Source: an optimization exercise on an open RTL-to-GDS flow (aim: small area and a short achievable clock period). Production flows keep margins and buffers that such runs may drop. The RTL was checked by simulation tests, not by an equivalence proof against the original design. Power figures rest on the tool's default switching activity, not on a simulated workload.

==> flow/design.v (outline; a module is shown in full before it is edited, if it fits) <==
// module FloatingPointMultiplierSingle: 1187 lines
module FloatingPointMultiplierSingle (clk,reset,en,inputA,inputB,result, OF);
  // ...
==> flow/flow/run.sh <==
#!/bin/bash
# Standard ORFS layout with two changes: Yosys's generic ABC pass before
# full-adder extraction is skipped (SYNTH_ARGS=-noabc), so the hand-written
# adder tree maps to full-adder cells without extra inverters; and the port
# buffers are buf_4 cells instead of the default delay-buffer choice.
# Registers are unchanged. ORFS writes each tool's log under orfs/logs.
set -euo pipefail
bash standard.sh SYNTH_ARGS=-noabc "BUFFER_PORTS_ARGS=-buffer_cell sky130_fd_sc_hd__buf_4" finish > standard.log 2>&1
==> flow/standard.sh <==
#!/bin/bash
# synth_recipe.tcl (not shown) runs the flow's synth.tcl, then flattens the netlist and writes it again
# the make line also repeats each setting of config.mk as NAME=value (left out here)
make -C /OpenROAD-flow-scripts/flow DESIGN_CONFIG=/design/flow/config.mk WORK_HOME=/design/flow/orfs CLKGATE_MAP_FILE= SYNTH_SCRIPT=/design/flow/synth_recipe.tcl "${@:-finish}"
==> flow/config.mk <==
export PLATFORM = sky130hd
export DESIGN_NAME = FloatingPointMultiplierSingle
export DESIGN_NICKNAME = FloatingPointMultiplierSingle
export VERILOG_FILES = /design/flow/design.v
export SDC_FILE = /design/flow/constraint.sdc
export NUM_CORES = 4
export LEC_CHECK = 0
export CAP_MARGIN = 20
export CORE_MARGIN = 2
export CORE_UTILIZATION = 45
export SETUP_SLACK_MARGIN = 5
export SLEW_MARGIN = 20
export TNS_END_PERCENT = 100
==> flow/constraint.sdc <==
create_clock -name core_clock -period 11.0 [get_ports {clk}]
set_input_delay 2.2000 -clock core_clock [delete_from_list [all_inputs] [get_ports {clk}]]
set_output_delay 2.2000 -clock core_clock [all_outputs]
set_load 0.01 [all_outputs]
==> qor.txt, run 1 <==
status: complete, no violations
Critical Path Sink: q_pp[45]$_DFFE_PP_
port buffer count: 99
post-synthesis net count: 2428
setup ws final: 5.10 ns
wl on met1: 24500 µm
Int Power: 0.00363 W
top cell type's share of synthesized area: 0.272
Hold WS: 0.457 ns
pin count of the biggest net entering global routing: 77
Worst Setup Path Type: in2reg
pwr dens: 340 nW/µm²
diode count: 0
post_cts resized: 23
#FFs+latches synth: 117
crit end category: flip-flop
CTS root buffer: clkbuf_16
r2r worst-path depth: 19
relative slew slack: 0.338
Setup TNS: 0 ns
Max Fclk: 170 MHz
# IOs: 100
final HPWL from detailed placement: 41600 µm
largest family of logic cells by synthesized area: adder cells
sequential share of power: 0.131
setup violators final: 0
Required @ worst endpoint: 11.17 ns
final cell count without fillers: 2543
global-route wire length before repair: 91900 µm
clk buf depth: 2
CTS Hold Bufs: 0
Rows: 76
Post-CTS Setup Inserts: 6
CTS sink cnt: 117
==> run 2: changes to the inputs <==
==> flow/flow/run.sh (replaced) <==
#!/bin/bash
# Standard ORFS layout with two changes: Yosys's generic ABC pass before
# full-adder extraction is skipped (SYNTH_ARGS=-noabc), so the hand-written
# adder tree maps to full-adder cells without extra inverters; and the port
# buffers are buf_1 cells instead of the default delay-buffer choice.
# Registers are unchanged. ORFS writes each tool's log under orfs/logs.
set -euo pipefail
bash standard.sh SYNTH_ARGS=-noabc "BUFFER_PORTS_ARGS=-buffer_cell sky130_fd_sc_hd__buf_1" finish > standard.log 2>&1
--- a/flow/config.mk
+++ b/flow/config.mk
@@ -9,4 +9,5 @@
 export CORE_MARGIN = 2
 export CORE_UTILIZATION = 45
+export CTS_BUF_LIST = sky130_fd_sc_hd__clkbuf_4 sky130_fd_sc_hd__clkbuf_8
 export SETUP_SLACK_MARGIN = 5
 export SLEW_MARGIN = 20
==> qor.txt, run 2 <==
status: complete, no violations
starting density of the core: 0.453
CTS root buffer: clkbuf_8
most common cell after layout, fill and taps aside: xnor2_1
async set or reset register ratio after synthesis: 0
Die Width: 212 µm
area leader, netlist: fa_1
vias in the first global route: 16300
Overflow after GRT: 0
XOR/XNOR Fraction of Synth Area: 0.146
Detailed Route WL: 59000 µm
post-synthesis compound-gate area fraction: 0.185
end of the worst hold path: result[4]$_SDFFE_PP0P_
reg2reg start: q_pp[17]$_DFFE_PP_
sequential-to-total area share from yosys stat: 0.163
VDD IR-drop max: 0.000216 V
post-synthesis net count: 2428 (unchanged)
Vias: 15700
# IOs: 100 (unchanged)
CTS Buf Count: 17
Adder-Cell Fraction of Synth Area: 0.365
mux cell area share after synthesis: 0.0144
RSZ-0062 raised after global routing: true
Setup crit start kind: input port
relative slew slack: 0.397 (+0.0589)
CTS tree: done
r2r worst-path depth: 19 (unchanged)
critical path data arrival time: 6.13 ns
FF-to-FF End: result[21]$_SDFFE_PP0P_
# DRC: 0
most common cell in the netlist: xnor2_1
setup violators final: 0 (unchanged)
Skew-Pair Late Insertion Delay: 0.47 ns
DR WL/cell: 23.1 µm
Post-synth EDFFs: 82
Syn Area/Cell: 9.96 µm²
worst min-delay path startpoint: result[4]$_SDFFE_PP0P_
RePlAce Congestion: 0.855
max FFs per register: 70
Leakage: 8.01 nW
Rows: 76 (unchanged)
HP Class: reg2reg
final HPWL from detailed placement: 41300 µm (-0.90%)
DR vias/cell: 6.14
Main synth FF type: edfxtp_1
number of max-cap violations: 0
Cell Area, Synth: 19400 µm²
Unique masters post-synth: 68
Hold WS: 0.463 ns (+0.00569 ns)
H-tree depth reported by CTS: 4
DRT Pass-1 Iters: 6
pin count of the biggest net entering global routing: 73 (-5.2%)
core area: 42900 µm²
diode count: 0 (unchanged)
Least-Margin Pin Slew: 0.905 ns
final-report hold violation count: 0
crit end category: flip-flop
biggest regs: q_pp: 70 flops, result: 32 flops, q_e0: 8 flops
crit path time final: 5.93 ns
reg-to-reg setup timing slack: 5.41 ns
Required @ worst endpoint: 11.20 ns (+0.03 ns)
crit path max fanout: 24
Setup TNS: 0 ns (unchanged)
Biggest register: q_pp
fin nets: 2437
clk slew on worst S/H paths: 0.09 ns
Synth top cells by count: xnor2_1, fa_1, a22oi_1
max-slew violation count: 0
P&R area growth vs syn: 8.31%
Worst Setup Path Type: in2reg
Power Total: 0.00701 W
most frequent cells in the layout: xnor2_1, fa_1, a22oi_1, ha_1, nand2_1
WHS Path Cells: 2
largest family of logic cells by synthesized area: adder cells
global-route wire length before repair: 92500 µm (+0.75%)
#FFs+latches synth: 117 (unchanged)
pwr dens: 333 nW/µm² (-2.1%)
Yosys warnings: 1
Tcrit/Tclk final: 0.539
Die Span Y: 212 µm
top cell type's share of synthesized area: 0.272 (unchanged)
antenna violation net count after detailed routing: 0
DRT iter0 DRCs: 1610
total track usage: 0.268
clk buf depth: 2 (unchanged)
simple-gate portion of the synthesized area: 0.0747
clock skew: 0.0232 ns
total die area: 44900 µm²
top post-synthesis cells by area: fa_1, xnor2_1, edfxtp_1
share of cells above drive strength 1: 0.0724
port buffer count: 99 (unchanged)
initial antenna violation count: 0
CTS sink cnt: 117 (unchanged)
placed cell areas: 20300 µm²
Gate Count Post-Synth: 1953
Max Fclk: 169 MHz (-0.53%)
Final Cell Area: 21100 µm²
## run 2: cell counts after synthesis
Identical to the previous run, type by type.
## run 2: layout make-up
class	count	area, µm²
inverter	105	483
sequential	117	3160
fill	4005	21800
multi-input combinational	1566	15400
timing repair buffer	155	885
clock inverter	15	204
clock buffer	17	234
tap	585	732
## run 2: layer usage
layer | up-vias | wire length (µm) | part of all wire | global-route usage
met2 | 845 | 26600 | 0.45 | 0.429
li1 | 6946 | - | - | -
met1 | 7751 | 24800 | 0.42 | 0.357
met4 | 0 | 2290 | 0.039 | 0.115
met3 | 168 | 5290 | 0.090 | 0.0510
met5 | - | 0 | 0 | 0
## run 2: what timing repair did
action                     CTS  global route
hold buffers                 0             0
gates cloned                 3             0
pin swaps                    2            11
setup endpoints to repair    7            17
setup buffers                4             4
resized for setup           24            47
## run 2: worst max-delay path: stages
cell and delay [ns]:
buf_2 0.16, ha_1 0.30, buf_4 0.30, a22oi_1 0.16, xnor2_1 0.29, fa_2 0.51, fa_1 0.55, fa_1 0.42
ha_1 0.19, ha_1 0.28, ha_1 0.31, and4_1 0.22, a21oi_1 0.14, o211ai_1 0.09
## run 2: cells by family (layout without fill, tap and decap cells)
group | Yosys count | in the layout
muxes | 28 | 28
adders and majority gates | 408 | 408
buffers and inverters | 271 | 292
xor gates and xnor gates | 325 | 325
and+or+nand+nor | 291 | 292
DFF | 117 | 117
AOI/OAI and AO/OA | 513 | 513
## run 2: through the flow
stage	util	std cells	worst slack [ns]
2_1_floorplan	-	1953	4.75
3_3_place_gp	0.473	2517	4.11
3_5_place_dp	0.473	2517	4.09
4_1_cts	0.487	2556	4.90
5_1_grt	0.491	2560	4.98
6_report	0.491	2560	5.07
## run 2: worst max-delay path by stage
stage | slack (ns) | startpoint | end
floorplan | 4.75 | inputB[1] | q_cK$_DFFE_PP_
global placement | 4.11 | inputB[1] | q_cK$_DFFE_PP_
detailed placement | 4.09 | inputB[1] | q_cK$_DFFE_PP_
CTS | 4.90 | q_pp[17]$_DFFE_PP_ | OF
global route | 4.98 | q_pp[17]$_DFFE_PP_ | OF
finish | 5.07 | inputB[5] | q_cK$_DFFE_PP_
## run 2: where the power goes
part	switching, W	internal, W
Clock	0.000216	0.000235
Sequential	0.0000713	0.000888
Combinational	0.00328	0.00232
==> run 3: changes to the inputs <==
==> flow/flow/run.sh (replaced) <==
#!/bin/bash
# Standard ORFS layout with two changes: Yosys's generic ABC pass before
# full-adder extraction is skipped (SYNTH_ARGS=-noabc), so the hand-written
# adder tree maps to full-adder cells without extra inverters; and the port
# buffers are buf_2 cells instead of the default delay-buffer choice.
# Registers are unchanged. ORFS writes each tool's log under orfs/logs.
set -euo pipefail
bash standard.sh SYNTH_ARGS=-noabc "BUFFER_PORTS_ARGS=-buffer_cell sky130_fd_sc_hd__buf_2" finish > standard.log 2>&1
--- a/flow/config.mk
+++ b/flow/config.mk
@@ -9,5 +9,7 @@
 export CORE_MARGIN = 2
 export CORE_UTILIZATION = 45
-export CTS_BUF_LIST = sky130_fd_sc_hd__clkbuf_4 sky130_fd_sc_hd__clkbuf_8
+export CTS_BUF_LIST = sky130_fd_sc_hd__clkbuf_8 sky130_fd_sc_hd__clkbuf_16
+export CTS_CLUSTER_DIAMETER = 150
+export CTS_CLUSTER_SIZE = 30
 export SETUP_SLACK_MARGIN = 5
 export SLEW_MARGIN = 20
==> qor.txt, run 3 <==
status: complete, no violations
Power Total: 0.00724 W (+3.1%)
vias in the first global route: 16100 (-1.7%)
pre-CTS WS: 3.93 ns (-0.164 ns)
crit end category: flip-flop
Max Fclk: 166 MHz (-1.5%)
total track usage: 0.268 (about the same)
Main synth FF type: edfxtp_1
sequential share of power: 0.132 (-0.005)
area leader, netlist: fa_1
Skew-Pair Late Insertion Delay: 0.43 ns (-0.04 ns)
Detailed Route WL: 59000 µm (-0.11%)
most frequent cells in the layout: xnor2_1, fa_1, a22oi_1, ha_1, nand2_1
diode count: 0 (unchanged)
Synth top cells by count: xnor2_1, fa_1, a22oi_1
post-synthesis net count: 2428 (unchanged)
crit-path cells: buf_4 -> inv_1 -> or3_4 -> o21ai_4 -> buf_12 -> a22oi_1 -> xnor2_1 -> fa_2 -> fa_2 -> fa_1 -> fa_1 -> ha_1 -> ha_4 -> and4_4 -> o211ai_1 -> o211ai_1
core area: 42900 µm² (unchanged)
crit path max fanout: 8 (-67%)
RSZ-0062 raised after global routing: true
Post-synth EDFFs: 82 (unchanged)
DR WL/cell: 23.2 µm (+0.44%)
Biggest register: q_pp
DRT Pass-1 Iters: 5 (-1)
Hold WS: 0.452 ns (-0.0104 ns)
total die area: 44900 µm² (unchanged)
Leakage: 8.28 nW (+3.4%)
DR vias/cell: 6.09 (-0.79%)
largest family of logic cells by synthesized area: adder cells
final HPWL from detailed placement: 41100 µm (-0.46%)
Syn Area/Cell: 9.96 µm² (unchanged)
sw power: 0.00365 W (+2.4%)
Cell Area, Synth: 19400 µm² (unchanged)
post-synthesis compound-gate area fraction: 0.185 (unchanged)
biggest regs: q_pp: 70 flops, result: 32 flops, q_e0: 8 flops
Die Width: 212 µm (unchanged)
CTS sink cnt: 117 (unchanged)
Adder-Cell Fraction of Synth Area: 0.365 (unchanged)
H-tree depth reported by CTS: 4 (unchanged)
Yosys warnings: 1 (unchanged)
most common cell in the netlist: xnor2_1
fin nets: 2423 (-0.57%)
top post-synthesis cells by area: fa_1, xnor2_1, edfxtp_1
DRT iter0 DRCs: 1520 (-5.6%)
Least-Margin Pin Slew: 1.00 ns (+0.0979 ns)
XOR/XNOR Fraction of Synth Area: 0.146 (unchanged)
Die Span Y: 212 µm (unchanged)
CTS Buf Count: 17 (unchanged)
# IOs: 100 (unchanged)
Int Power: 0.00358 W (+3.9%)
clock skew: 0.0138 ns (-0.00935 ns)
crit path time final: 6.02 ns (+0.0919 ns)
mux cell area share after synthesis: 0.0144 (unchanged)
antenna violation net count after detailed routing: 0 (unchanged)
slowest CP cell: fa_1
sequential-to-total area share from yosys stat: 0.163 (unchanged)
RePlAce Congestion: 0.867 (+1.4%)
# DRC: 0 (unchanged)
starting density of the core: 0.453 (unchanged)
Worst path top cell family by delay: adder cells
simple-gate portion of the synthesized area: 0.0747 (unchanged)
CTS tree: done
Gate Count Post-Synth: 1953 (unchanged)
Worst Path Buf+Inv: 3 (+1)
clk buf depth: 2 (unchanged)
final-report hold violation count: 0 (unchanged)
Setup crit start kind: input port
setup violators final: 0 (unchanged)
Required @ worst endpoint: 11.27 ns (+0.07 ns)
Clock Power Share: 0.076 (+0.012)
top cell type's share of synthesized area: 0.272 (unchanged)
number of max-cap violations: 0 (unchanged)
layout filler cell count: 3975 (-0.75%)
max-slew violation count: 0 (unchanged)
Overflow after GRT: 0 (unchanged)
share of cells above drive strength 1: 0.111 (+0.0388)
CTS root buffer: clkbuf_16
HP Class: reg2reg
Sw Share: 0.505 (-0.00373)
port buffer count: 99 (unchanged)
final cell count without fillers: 2546 (-0.55%)
Tcrit/Tclk final: 0.547 (+0.00835)
Unique masters post-synth: 68 (unchanged)
pwr dens: 341 nW/µm² (+2.4%)
async set or reset register ratio after synthesis: 0 (unchanged)
initial antenna violation count: 0 (unchanged)
max FFs per register: 70 (unchanged)
pin count of the biggest net entering global routing: 77 (+5.5%)
Rows: 76 (unchanged)
setup ws final: 4.98 ns (-0.0919 ns)
Vias: 15500 (-1.3%)
clk slew on worst S/H paths: 0.07 ns (-0.02 ns)
CP max stage delay: 0.56 ns (about the same)
most common cell after layout, fill and taps aside: xnor2_1
P&R area growth vs syn: 9.09%
Setup TNS: 0 ns (unchanged)
relative slew slack: 0.331 (-0.0653)
Cells after DPL: 2500 (-0.68%)
global-route wire length before repair: 92600 µm (about the same)
#FFs+latches synth: 117 (unchanged)
critical path data arrival time: 6.29 ns (+0.16 ns)
VDD IR-drop max: 0.000217 V (+0.57%)
Worst Setup Path Type: in2reg
CTS Hold Bufs: 0 (unchanged)
logic gate share of total power: 0.792 (-0.007)
-- run 3: cell counts after synthesis --
No cell type changed its count.
-- run 3: area by class of cell --
cell class	count	area, µm²	share of cell area
Timing Repair Buffer	141	911	0.0429
Inverter	105	440	0.0208
Clock buffer	17	425	0.0201
Sequential cell	117	3160	0.149
Multi-Input combinational cell	1566	15400	0.725
Clock inverter	15	153	0.00720
Tap cell	585	732	0.0345
-- run 3: timing repair --
item | in CTS | in global routing
gates resized for setup | 39 | 15
gates cloned | 3 | 1
setup endpoints to repair | 22 | 11
setup buffers | 10 | 0
pin swaps | 7 | 6
-- run 3: per-stage QoR --
step                 util  area, µm²
global route        0.495      21200
finish              0.495      21200
CTS                 0.493      21100
global placement    0.473      20300
detailed placement  0.473      20300
floorplan               -      19500
-- run 3: path summary, 6_finish.rpt --
kind                                start                       to  slack (ns)  depth (start not counted)
hold reg to reg   result[12]$_SDFFE_PP0P_  result[12]$_SDFFE_PP0P_        0.45                          2
setup / recovery                inputB[3]           q_cK$_DFFE_PP_        4.98                         16
setup reg to reg       q_pp[17]$_DFFE_PP_  result[21]$_SDFFE_PP0P_        5.30                         19
hold / removal    result[12]$_SDFFE_PP0P_  result[12]$_SDFFE_PP0P_        0.45                          2
-- run 3: cell families (layout without fill, tap and decap cells) --
family	count (synthesis)	in the layout
AOI/OAI and AO/OA	513	513
xor gates and xnor gates	325	325
adders and majority gates	408	408
buffers and inverters	271	278
DFF	117	117
muxes	28	28
and+or+nand+nor	291	292
-- run 3: power groups by stage --
stage | clock [W] | sequential, W | combinational [W]
6_report | 0.000549 | 0.000957 | 0.00573
3_5_place_dp | 0 | 0.000968 | 0.00549
2_1_floorplan | 0 | 0.000957 | 0.00395
3_3_place_gp | 0 | 0.000963 | 0.00536
4_1_cts | 0.000561 | 0.000959 | 0.00559
5_1_grt | 0.000578 | 0.000976 | 0.00646
-- run 3: layer usage --
layer / global-route usage / up-vias / part of all wire
met1: 0.360 / 7673 / 0.42
met5: 0 / - / 0
met4: 0.113 / 0 / 0.037
li1: - / 6926 / -
met3: 0.0464 / 135 / 0.083
met2: 0.429 / 766 / 0.46
-- run 3: worst register-to-register path, cell delays in order (launching register included) --
cell and delay [ns]:
edfxtp_1 0.40, fa_1 0.50, ha_1 0.36, nand3_1 0.14, o32ai_1 0.10, a21oi_1 0.35, nand2_1 0.17, a21bo_2 0.26
a21o_1 0.17, a21o_1 0.18, fa_1 0.41, xnor2_1 0.22, or3_1 0.37, or3_4 0.43, nor3_4 0.23, and3_1 0.26
and3_1 0.20, o21ai_0 0.12, o41ai_1 0.54, o32ai_1 0.15
==> run 4: changes to the inputs <==
--- a/flow/config.mk
+++ b/flow/config.mk
@@ -9,7 +9,5 @@
 export CORE_MARGIN = 2
 export CORE_UTILIZATION = 45
-export CTS_BUF_LIST = sky130_fd_sc_hd__clkbuf_8 sky130_fd_sc_hd__clkbuf_16
-export CTS_CLUSTER_DIAMETER = 150
-export CTS_CLUSTER_SIZE = 30
+export CTS_BUF_LIST = sky130_fd_sc_hd__clkbuf_4 sky130_fd_sc_hd__clkbuf_8
 export SETUP_SLACK_MARGIN = 5
 export SLEW_MARGIN = 20
==> qor.txt, run 4 <==
Worst Path Buf+Inv: 4 (+1)
Skew-Pair Late Insertion Delay: 0.47 ns (+0.04 ns)
RePlAce Congestion: 0.867 (unchanged)
fin nets: 2425 (+0.083%)
Sw Share: 0.510 (+0.00549)
sequential share of power: 0.134 (+0.002)
clk slew on worst S/H paths: 0.08 ns (about the same)
setup violators final: 0 (unchanged)
Vias: 15600 (+0.40%)
final HPWL from detailed placement: 41100 µm (unchanged)
starting density of the core: 0.453 (unchanged)
H-tree depth reported by CTS: 4 (unchanged)
DR WL/cell: 23.1 µm (-0.17%)
Worst Setup Path Type: in2reg
Setup TNS: 0 ns (unchanged)
top cell type's share of synthesized area: 0.272 (unchanged)
worst min-delay path startpoint: result[1]$_SDFFE_PP0P_
diode count: 0 (unchanged)
most common cell after layout, fill and taps aside: xnor2_1
Setup crit start kind: input port
share of cells above drive strength 1: 0.116 (+0.00447)
setup ws final: 5.12 ns (+0.141 ns)
post-synthesis net count: 2428 (unchanged)
crit-path most repeated cell: fa_1
# DRC: 0 (unchanged)
RSZ-0062 raised after global routing: false
sequential-to-total area share from yosys stat: 0.163 (unchanged)
pin count of the biggest net entering global routing: 77 (unchanged)
final-report hold violation count: 0 (unchanged)
Synth top cells by count: xnor2_1, fa_1, a22oi_1
clk buf depth: 2 (unchanged)
max-slew violation count: 0 (unchanged)
Detailed Route WL: 58900 µm (about the same)
max FFs per register: 70 (unchanged)
layout filler cell count: 3990 (+0.38%)
Tcrit/Tclk final: 0.535 (-0.0128)
initial antenna violation count: 0 (unchanged)
HP Class: reg2reg
Overflow after GRT: 0 (unchanged)
Post-synth EDFFs: 82 (unchanged)
vias in the first global route: 16000 (-0.39%)
Required @ worst endpoint: 11.20 ns (-0.07 ns)
reg-to-reg setup timing slack: 5.35 ns (+0.05 ns)
P&R area growth vs syn: 8.58%
CP max stage delay: 0.57 ns (about the same)
relative slew slack: 0.341 (+0.00976)
reg2reg start: q_pp[30]$_DFFE_PP_
Max Fclk: 170 MHz (+2.4%)
CTS sink cnt: 117 (unchanged)
status: complete, no violations
#FFs+latches synth: 117 (unchanged)
Biggest register: q_pp
Unique masters post-synth: 68 (unchanged)
crit-path cells: buf_4 -> inv_1 -> or3_4 -> o21ai_4 -> buf_4 -> buf_2 -> a22oi_1 -> xnor2_1 -> fa_1 -> fa_1 -> fa_1 -> fa_1 -> fa_1
pwr dens: 338 nW/µm² (-0.90%)
Int Power: 0.00349 W (-2.5%)
CTS Hold Bufs: 0 (unchanged)
crit path max fanout: 12 (+4)
CTS Buf Count: 17 (unchanged)
critical path data arrival time: 6.08 ns (-0.21 ns)
most frequent cells in the layout: xnor2_1, fa_1, a22oi_1, ha_1, nand2_1
core area: 42900 µm² (unchanged)
crit path time final: 5.88 ns (-0.141 ns)
Rows: 76 (unchanged)
# IOs: 100 (unchanged)
Die Span Y: 212 µm (unchanged)
DRT Pass-1 Iters: 6 (+1)
Least-Margin Pin Slew: 0.988 ns (-0.0146 ns)
Worst path top cell family by delay: adder cells
global-route wire length before repair: 92200 µm (-0.41%)
Leakage: 8.21 nW (-0.85%)
Gate Count Post-Synth: 1953 (unchanged)
sw power: 0.00364 W (-0.30%)
total track usage: 0.267 (-0.00109)
Main synth FF type: edfxtp_1
antenna violation net count after detailed routing: 0 (unchanged)
CTS tree: done
DRT iter0 DRCs: 1553 (+2.2%)
logic gate share of total power: 0.811 (+0.019)
area leader, netlist: fa_1
number of max-cap violations: 0 (unchanged)
Critical Path Start: inputB[9]
most common cell in the netlist: xnor2_1
Cell Area, Synth: 19400 µm² (unchanged)
pre-CTS WS: 3.93 ns (unchanged)
top post-synthesis cells by area: fa_1, xnor2_1, edfxtp_1
slowest CP cell: fa_1
async set or reset register ratio after synthesis: 0 (unchanged)
Syn Area/Cell: 9.96 µm² (unchanged)
biggest regs: q_pp: 70 flops, result: 32 flops, q_e0: 8 flops
crit end category: flip-flop
VDD IR-drop max: 0.000217 V (-0.14%)
clock skew: 0.0238 ns (+0.0100 ns)
Clock Power Share: 0.055 (-0.021)
CTS root buffer: clkbuf_8
Yosys warnings: 1 (unchanged)
Die Width: 212 µm (unchanged)
port buffer count: 99 (unchanged)
DR vias/cell: 6.11 (+0.32%)
total die area: 44900 µm² (unchanged)
==> run 4: cell counts after synthesis <==
Identical to the previous run, type by type.
==> run 4: stage by stage <==
step	total power, W	instances	utilization	hold slack [ns]	instance area [µm²]
3_3_place_gp	0.00633	2500	0.473	0.442	20300
6_report	0.00714	2548	0.492	0.458	21100
5_1_grt	0.00792	2548	0.492	0.474	21100
4_1_cts	0.00695	2544	0.487	0.462	20900
3_5_place_dp	0.00646	2500	0.473	0.441	20300
2_1_floorplan	0.00491	1953	-	0.463	19500
==> run 4: worst paths after layout <==
kind	depth (start not counted)	to
min reg2reg	1	result[1]$_SDFFE_PP0P_
max reg2reg	18	result[20]$_SDFFE_PP0P_
max	13	q_pp[34]$_DFFE_PP_
min	1	result[1]$_SDFFE_PP0P_
==> run 4: final cells by class <==
type	count	area, µm²	share of cell area
Timing Repair Buffer	143	955	0.0452
Sequential cell	117	3160	0.150
Clock buffer	17	234	0.0111
Tap cell	585	732	0.0347
Clock inverter	15	153	0.00723
Inverter	105	440	0.0209
Multi-Input combinational cell	1566	15400	0.731
==> run 4: power by group through the flow <==
| stage | clock, W | sequential (W) | combinational, W |
|---|---|---|---|
| 3_3_place_gp | 0 | 0.000963 | 0.00536 |
| 6_report | 0.000396 | 0.000955 | 0.00579 |
| 3_5_place_dp | 0 | 0.000968 | 0.00549 |
| 5_1_grt | 0.000427 | 0.000975 | 0.00652 |
| 2_1_floorplan | 0 | 0.000957 | 0.00395 |
| 4_1_cts | 0.000411 | 0.000958 | 0.00558 |
==> run 4: worst reg2reg max path, stage by stage, from the launching register on <==
cell and delay, ns:
edfxtp_1 0.41, fa_1 0.61, ha_1 0.27, and4_1 0.24, a221oi_2 0.31, o21ai_0 0.23
a21o_1 0.23, a21o_1 0.18, fa_1 0.38, xor2_1 0.58, nand2_1 0.20, or3_4 0.40
nor3_4 0.25, nand3_2 0.15, nor2_1 0.25, a21oi_1 0.13, a21o_1 0.17, o311ai_1 0.44
a22o_1 0.19
==> run 4: kinds of logic after synthesis <==
kind of cell / share of synthesized area
AO/OA/AOI/OAI: 0.185
XOR/XNOR: 0.146
adder cells (fa/ha/maj): 0.365
buffers and inverters: 0.0524
flip-flops: 0.163
multiplexers: 0.0144
AND/OR/NAND/NOR: 0.0747
==> run 4: what timing repair did <==
action	in CTS	in global routing
setup buffers	9	3
cloned	3	1
setup endpoints to repair	12	19
resized for setup	26	42
pin swaps	3	16
==> run 4: per-layer routing <==
metal / GRT usage / routed length [µm] / vias to the layer above
met5: 0 / 0 / -
met4: 0.106 / 2150 / 0
met3: 0.0448 / 4980 / 126
met2: 0.428 / 26900 / 831
met1: 0.361 / 24800 / 7677
li1: - / - / 6928
==> run 5: changes to the inputs <==
==> flow/flow/run.sh (replaced) <==
#!/bin/bash
# Standard ORFS layout with two changes: Yosys's generic ABC pass before
# full-adder extraction is skipped (SYNTH_ARGS=-noabc), so the hand-written
# adder tree maps to full-adder cells without extra inverters; and the port
# buffers are buf_2 cells instead of the default delay-buffer choice.
# The timing repair aims for 5.6 ns of setup slack (SETUP_SLACK_MARGIN).
# Registers are unchanged. ORFS writes each tool's log under orfs/logs.
set -euo pipefail
bash standard.sh SYNTH_ARGS=-noabc "BUFFER_PORTS_ARGS=-buffer_cell sky130_fd_sc_hd__buf_2" SETUP_SLACK_MARGIN=5.6 finish > standard.log 2>&1
==> qor.txt, run 5 <==
Syn Area/Cell: 9.96 µm² (unchanged)
Gate Count Post-Synth: 1953 (unchanged)
P&R area growth vs syn: 19.4%
Synth top cells by count: xnor2_1, fa_1, a22oi_1
crit path time final: 5.81 ns (-0.0703 ns)
async set or reset register ratio after synthesis: 0 (unchanged)
largest family of logic cells by synthesized area: adder cells
VDD IR-drop max: 0.000238 V (+9.9%)
Skew-Pair Late Insertion Delay: 0.47 ns (about the same)
Biggest register: q_pp
status: complete, no violations
final-report hold violation count: 0 (unchanged)
Storage cell area: 3160 µm² (unchanged)
Die Span Y: 212 µm (unchanged)
Post-synth EDFFs: 82 (unchanged)
biggest regs: q_pp: 70 flops, result: 32 flops, q_e0: 8 flops
total track usage: 0.282 (+0.0151)
Rows: 76 (unchanged)
final HPWL from detailed placement: 41800 µm (+1.7%)
most common cell in the netlist: xnor2_1
setup violators final: 0 (unchanged)
Worst Setup Path Type: in2reg
Max Fclk: 172 MHz (+1.2%)
area leader, netlist: fa_1
Overflow after GRT: 0 (unchanged)
DRT iter0 DRCs: 1571 (+1.2%)
number of max-cap violations: 0 (unchanged)
Die Width: 212 µm (unchanged)
multi-input logic area: 16400 µm² (+6.2%)
fin nets: 2487 (+2.6%)
relative slew slack: 0.282 (-0.0591)
CTS root buffer: clkbuf_8
top post-synthesis cells by area: fa_1, xnor2_1, edfxtp_1
XOR/XNOR Fraction of Synth Area: 0.146 (unchanged)
# IOs: 100 (unchanged)
setup ws final: 5.19 ns (+0.0703 ns)
CTS sink cnt: 117 (unchanged)
post-synthesis net count: 2428 (unchanged)
layout filler cell count: 3785 (-5.1%)
DR WL/cell: 24.3 µm (+5.1%)
clk slew on worst S/H paths: 0.10 ns (+0.02 ns)
RSZ-0062 raised after global routing: true
vias in the first global route: 16500 (+3.2%)
most frequent cells in the layout: xnor2_1, a22oi_1, fa_1, fa_2, ha_1
Setup TNS: 0 ns (unchanged)
starting density of the core: 0.453 (unchanged)
CTS tree: done
CTS Buf Count: 17 (unchanged)
H-tree depth reported by CTS: 4 (unchanged)
critical path data arrival time: 6.12 ns (+0.04 ns)
CTS Hold Bufs: 0 (unchanged)
# DRC: 0 (unchanged)
global-route wire length before repair: 96900 µm (+5.1%)
core area: 42900 µm² (unchanged)
antenna violation net count after detailed routing: 0 (unchanged)
RePlAce Congestion: 0.863 (-0.46%)
HP Class: reg2reg
clock skew: 0.0174 ns (-0.00646 ns)
#FFs+latches synth: 117 (unchanged)
max FFs per register: 70 (unchanged)
Yosys warnings: 1 (unchanged)
max-slew violation count: 0 (unchanged)
Least-Margin Pin Slew: 1.07 ns (+0.0788 ns)
Main synth FF type: edfxtp_1
Tcrit/Tclk final: 0.528 (-0.00639)
Required @ worst endpoint: 11.31 ns (+0.11 ns)
Unique masters post-synth: 68 (unchanged)
pin count of the biggest net entering global routing: 74 (-3.9%)
Adder-Cell Fraction of Synth Area: 0.365 (unchanged)
post-synthesis compound-gate area fraction: 0.185 (unchanged)
Power Total: 0.00798 W (+12%)
total die area: 44900 µm² (unchanged)
Cell Area, Synth: 19400 µm² (unchanged)
pwr dens: 343 nW/µm² (+1.6%)
most common cell after layout, fill and taps aside: xnor2_1
Vias: 16200 (+3.8%)
pre-CTS WS: 4.06 ns (+0.139 ns)
crit end category: flip-flop
Setup crit start kind: input port
mux cell area share after synthesis: 0.0144 (unchanged)
simple-gate portion of the synthesized area: 0.0747 (unchanged)
top cell type's share of synthesized area: 0.272 (unchanged)
Leakage: 8.83 nW (+7.5%)
DRT Pass-1 Iters: 6 (unchanged)
clk buf depth: 2 (unchanged)
DR vias/cell: 6.19 (+1.3%)
share of cells above drive strength 1: 0.248 (+0.132)
Detailed Route WL: 63500 µm (+7.7%)
crit path max fanout: 5 (-7)
initial antenna violation count: 0 (unchanged)
port buffer count: 99 (unchanged)
sequential-to-total area share from yosys stat: 0.163 (unchanged)
[run 5: cell counts after synthesis]
No cell type changed its count.
[run 5: power by group]
part | switching [W] | internal (W) | total, W
Combinational | 0.00366 | 0.00296 | 0.00663
Sequential | 0.0000701 | 0.000889 | 0.000959
Clock | 0.000219 | 0.000171 | 0.000390
[run 5: path summary, 6_finish.rpt]
path	depth (start not counted)	startpoint	slack, ns	end
worst min-delay path	2	result[10]$_SDFFE_PP0P_	0.45	result[10]$_SDFFE_PP0P_
worst max-delay path	16	inputB[3]	5.19	q_cK$_DFFE_PP_
worst min register to register	2	result[10]$_SDFFE_PP0P_	0.45	result[10]$_SDFFE_PP0P_
worst max register to register	21	q_pp[17]$_DFFE_PP_	5.84	result[22]$_SDFFE_PP0P_
[run 5: final cells by class]
| cell class | instances | share of cell area |
|---|---|---|
| Antenna cell | 1 | 0.000108 |
| Clock buffer | 17 | 0.0101 |
| Clock inverter | 15 | 0.00652 |
| Inverter | 105 | 0.0240 |
| Multi-Input combinational cell | 1566 | 0.706 |
| Sequential cell | 117 | 0.136 |
| Tap cell | 585 | 0.0315 |
| Timing Repair Buffer | 201 | 0.0845 |
| Timing Repair inverter | 4 | 0.00151 |
[run 5: cells by family (layout without fill, tap and decap cells)]
group / Yosys count / after routing
adders and majority gates: 408 / 408
AOI/OAI and AO/OA: 513 / 513
buffers and inverters: 271 / 342
other: 0 / 1
and+or+nand+nor: 291 / 292
DFF: 117 / 117
xor gates and xnor gates: 325 / 325
muxes: 28 / 28
[run 5: critical path: stages]
cell and delay (ns):
buf_12 0.09, inv_6 0.03, or3_4 0.39, o21ai_4 0.11, buf_12 0.15, a22oi_2 0.07
xnor2_2 0.18, fa_2 0.39, fa_1 0.47, fa_1 0.53, fa_1 0.56, ha_4 0.22
ha_4 0.26, and4_4 0.20, o211ai_1 0.08, o211ai_1 0.20
[run 5: repair_timing]
| item | in CTS | in global routing |
|---|---|---|
| pin swaps | 68 | 96 |
| cloned | 12 | 4 |
| endpoints found under the setup margin | 61 | 48 |
| resized for setup | 184 | 115 |
| buffers inserted | 33 | 23 |
[run 5: metal layers]
layer,GRT usage,routed length [µm]
met1,0.374,25700
met2,0.453,29200
met3,0.0571,5750
met4,0.114,2830
met5,0,0
[run 5: metrics by stage]
stage | utilization | instances | hold slack (ns) | cell area, µm²
final | 0.542 | 2611 | 0.454 | 23200
after global routing | 0.541 | 2610 | 0.483 | 23200
after CTS | 0.525 | 2583 | 0.463 | 22500
after detailed placement | 0.483 | 2506 | 0.442 | 20700
after global placement | 0.483 | 2506 | 0.446 | 20700
after floorplan | - | 1953 | 0.463 | 20000
==> run 6: changes to the inputs <==
==> flow/flow/run.sh (replaced) <==
#!/bin/bash
# Standard ORFS layout with two changes: Yosys's generic ABC pass before
# full-adder extraction is skipped (SYNTH_ARGS=-noabc), so the hand-written
# adder tree maps to full-adder cells without extra inverters; and the port
# buffers are buf_2 cells instead of the default delay-buffer choice.
# The timing repair aims for 5.3 ns of setup slack (SETUP_SLACK_MARGIN).
# Registers are unchanged. ORFS writes each tool's log under orfs/logs.
set -euo pipefail
bash standard.sh SYNTH_ARGS=-noabc "BUFFER_PORTS_ARGS=-buffer_cell sky130_fd_sc_hd__buf_2" SETUP_SLACK_MARGIN=5.3 finish > standard.log 2>&1
==> qor.txt, run 6 <==
setup ws final: 5.12 ns (-0.0669 ns)
initial antenna violation count: 1 (+1)
area leader, netlist: fa_1
top cell type's share of synthesized area: 0.272 (unchanged)
CTS root buffer: clkbuf_8
CTS Buf Count: 17 (unchanged)
pwr dens: 334 nW/µm² (-2.6%)
Overflow after GRT: 0 (unchanged)
Biggest register: q_pp
biggest regs: q_pp: 70 flops, result: 32 flops, q_e0: 8 flops
CTS sink cnt: 117 (unchanged)
# IOs: 100 (unchanged)
core area: 42900 µm² (unchanged)
setup violators final: 0 (unchanged)
Syn Area/Cell: 9.96 µm² (unchanged)
H-tree depth reported by CTS: 4 (unchanged)
final-report hold violation count: 0 (unchanged)
Worst Setup Path Type: in2reg
Int Power: 0.00355 W (-12%)
clock skew: 0.0196 ns (+0.00219 ns)
Setup crit start kind: input port
sw power: 0.00366 W (-7.4%)
pin count of the biggest net entering global routing: 74 (unchanged)
clk slew on worst S/H paths: 0.09 ns (about the same)
antenna violation net count after detailed routing: 0 (unchanged)
final HPWL from detailed placement: 41000 µm (-1.8%)
relative slew slack: 0.267 (-0.0148)
port buffer count: 99 (unchanged)
DRT iter0 DRCs: 1462 (-6.9%)
P&R area growth vs syn: 10.8%
fin nets: 2425 (-2.5%)
VDD IR-drop max: 0.000230 V (-3.3%)
Post-synth EDFFs: 82 (unchanged)
DR vias/cell: 6.11 (-1.2%)
critical path data arrival time: 6.19 ns (+0.07 ns)
crit end category: flip-flop
Final Cell Area: 21500 µm² (-7.2%)
DR WL/cell: 22.9 µm (-5.7%)
CTS tree: done
Max Fclk: 170 MHz (-1.1%)
status: complete, no violations
Die Span Y: 212 µm (unchanged)
max-slew violation count: 0 (unchanged)
Sw Share: 0.508 (+0.0122)
most common cell after layout, fill and taps aside: xnor2_1
total die area: 44900 µm² (unchanged)
Detailed Route WL: 58400 µm (-7.9%)
Main synth FF type: edfxtp_1
Tcrit/Tclk final: 0.534 (+0.00608)
sequential-to-total area share from yosys stat: 0.163 (unchanged)
clk buf depth: 2 (unchanged)
crit path time final: 5.88 ns (+0.0669 ns)
DRT Pass-1 Iters: 6 (unchanged)
number of max-cap violations: 0 (unchanged)
most frequent cells in the layout: xnor2_1, a22oi_1, fa_1, ha_1, nand2_1
RSZ-0062 raised after global routing: true
Setup TNS: 0 ns (unchanged)
starting density of the core: 0.453 (unchanged)
Leakage: 8.30 nW (-6.0%)
top post-synthesis cells by area: fa_1, xnor2_1, edfxtp_1
total track usage: 0.266 (-0.0163)
Yosys warnings: 1 (unchanged)
Cell Area, Synth: 19400 µm² (unchanged)
#FFs+latches synth: 117 (unchanged)
post-synthesis net count: 2428 (unchanged)
most common cell in the netlist: xnor2_1
HP Class: reg2reg
placed cell areas: 20300 µm² (-1.9%)
Skew-Pair Late Insertion Delay: 0.48 ns (about the same)
Die Width: 212 µm (unchanged)
Unique masters post-synth: 68 (unchanged)
Required @ worst endpoint: 11.31 ns (about the same)
Vias: 15600 (-3.5%)
Rows: 76 (unchanged)
max FFs per register: 70 (unchanged)
vias in the first global route: 16200 (-1.7%)
RePlAce Congestion: 0.870 (+0.71%)
async set or reset register ratio after synthesis: 0 (unchanged)
global-route wire length before repair: 92000 µm (-5.0%)
Power Total: 0.00721 W (-9.6%)
# DRC: 0 (unchanged)
pre-CTS WS: 3.93 ns (-0.136 ns)
Gate Count Post-Synth: 1953 (unchanged)
logic gate share of total power: 0.814 (-0.017)
sequential share of power: 0.132 (+0.012)
Hold WS: 0.458 ns (+0.00383 ns)
share of cells above drive strength 1: 0.141 (-0.107)
Clock Power Share: 0.054 (+0.005)
crit path max fanout: 5 (unchanged)
Synth top cells by count: xnor2_1, fa_1, a22oi_1
Least-Margin Pin Slew: 1.09 ns (+0.0220 ns)
-- run 6: cell counts after synthesis --
Identical to the previous run, type by type.
-- run 6: per-layer routing --
layer  share of wire  vias up  wire length [µm]  track usage
met2            0.47      767             27600        0.435
met3           0.086       96              5050       0.0559
met4           0.023        0              1330       0.0896
li1                -     6926                 -            -
met1            0.42     7793             24500        0.351
met5               0        -                 0            0
-- run 6: logic make-up after synthesis --
family / count (synthesis) / synth area share
fa+ha+maj: 408 / 0.365
flops: 117 / 0.163
buf+inv: 271 / 0.0524
simple gates: 291 / 0.0747
compound gates: 513 / 0.185
xor+xnor: 325 / 0.146
mux: 28 / 0.0144
-- run 6: final cells by class --
cell class	count	area [µm²]
antenna	1	2.50
clock buffer	17	234
clock inverter	15	159
fill	3940	21300
inverter	105	546
multi-input combinational	1566	15700
sequential	117	3160
tap	585	732
timing repair buffer	143	1050
-- run 6: what timing repair did --
action,CTS,global route
pin swaps,18,48
endpoints found under the hold margin,0,0
buffers inserted,9,3
cloned,4,1
setup endpoints to repair,42,34
gates resized for setup,83,68
hold buffers,0,0
-- run 6: metrics by stage --
stage / cells / util
global placement: 2499 / 0.473
finish: 2549 / 0.502
floorplan: 1953 / -
CTS: 2544 / 0.495
global route: 2549 / 0.502
detailed placement: 2499 / 0.473
-- run 6: worst paths after layout --
| kind | start | end | slack (ns) | cells past startpoint |
|---|---|---|---|---|
| setup / recovery | inputB[3] | q_cK$_DFFE_PP_ | 5.12 | 16 |
| hold / removal | result[12]$_SDFFE_PP0P_ | result[12]$_SDFFE_PP0P_ | 0.46 | 2 |
| setup reg to reg | q_pp[17]$_DFFE_PP_ | result[22]$_SDFFE_PP0P_ | 5.58 | 20 |
| hold reg to reg | result[12]$_SDFFE_PP0P_ | result[12]$_SDFFE_PP0P_ | 0.46 | 2 |
-- run 6: critical path, stage by stage --
cell and delay, ns:
buf_12 0.10, inv_6 0.03, or3_4 0.38, o21ai_4 0.09, buf_12 0.14, a22oi_2 0.06
xnor2_2 0.20, fa_2 0.40, fa_1 0.51, fa_1 0.58, fa_1 0.46, ha_4 0.24
ha_4 0.26, and4_4 0.23, o211ai_1 0.11, o211ai_1 0.19
-- run 6: power by group through the flow --
stage / Sequential (W) / Clock [W] / Combinational [W]
floorplan: 0.000957 / 0 / 0.00396
global placement: 0.000964 / 0 / 0.00534
detailed placement: 0.000965 / 0 / 0.00547
CTS: 0.000957 / 0.000401 / 0.00557
global route: 0.000974 / 0.000422 / 0.00656
finish: 0.000953 / 0.000388 / 0.00587

[re-timing with driven ports]
Ports are ideal in the flow. The routed layouts listed here were re-timed in OpenROAD. Step 1 sets driving cells, clkbuf_16 on the clock port and buf_2 on the other inputs (assumed; they add their load-dependent delay and slew). Step 2, shift: input delay + t, output delay - t, t = (earliest + latest rising clock arrival at the registers) / 2. This alone moves slack from input paths to output paths. Three values: ideal, step 1, step 2; two values: the first two.
run | shift t [ns] | setup slack, ns | slew at the worst register clock pin (ns) | pins driven straight from the clock port
run 1 | 0.483 | 5.102 / 5.132 / 4.649 | 0.07 / 0.07 | 1
run 2 | 0.502 | 5.071 / 5.093 / 4.591 | 0.10 / 0.10 | 1
run 3 | 0.476 | 4.979 / 5.003 / 4.527 | 0.07 / 0.07 | 1
run 4 | 0.506 | 5.120 / 5.136 / 4.630 | 0.10 / 0.10 | 1
run 5 | 0.508 | 5.190 / 5.168 / 4.660 | 0.10 / 0.10 | 1
run 6 | 0.520 | 5.123 / 5.108 / 4.588 | 0.09 / 0.09 | 1
After both steps every run listed still meets setup and hold. The setup slack of run 6, which loses most, moves by -0.015 ns with the drivers and by -0.535 ns with both steps.
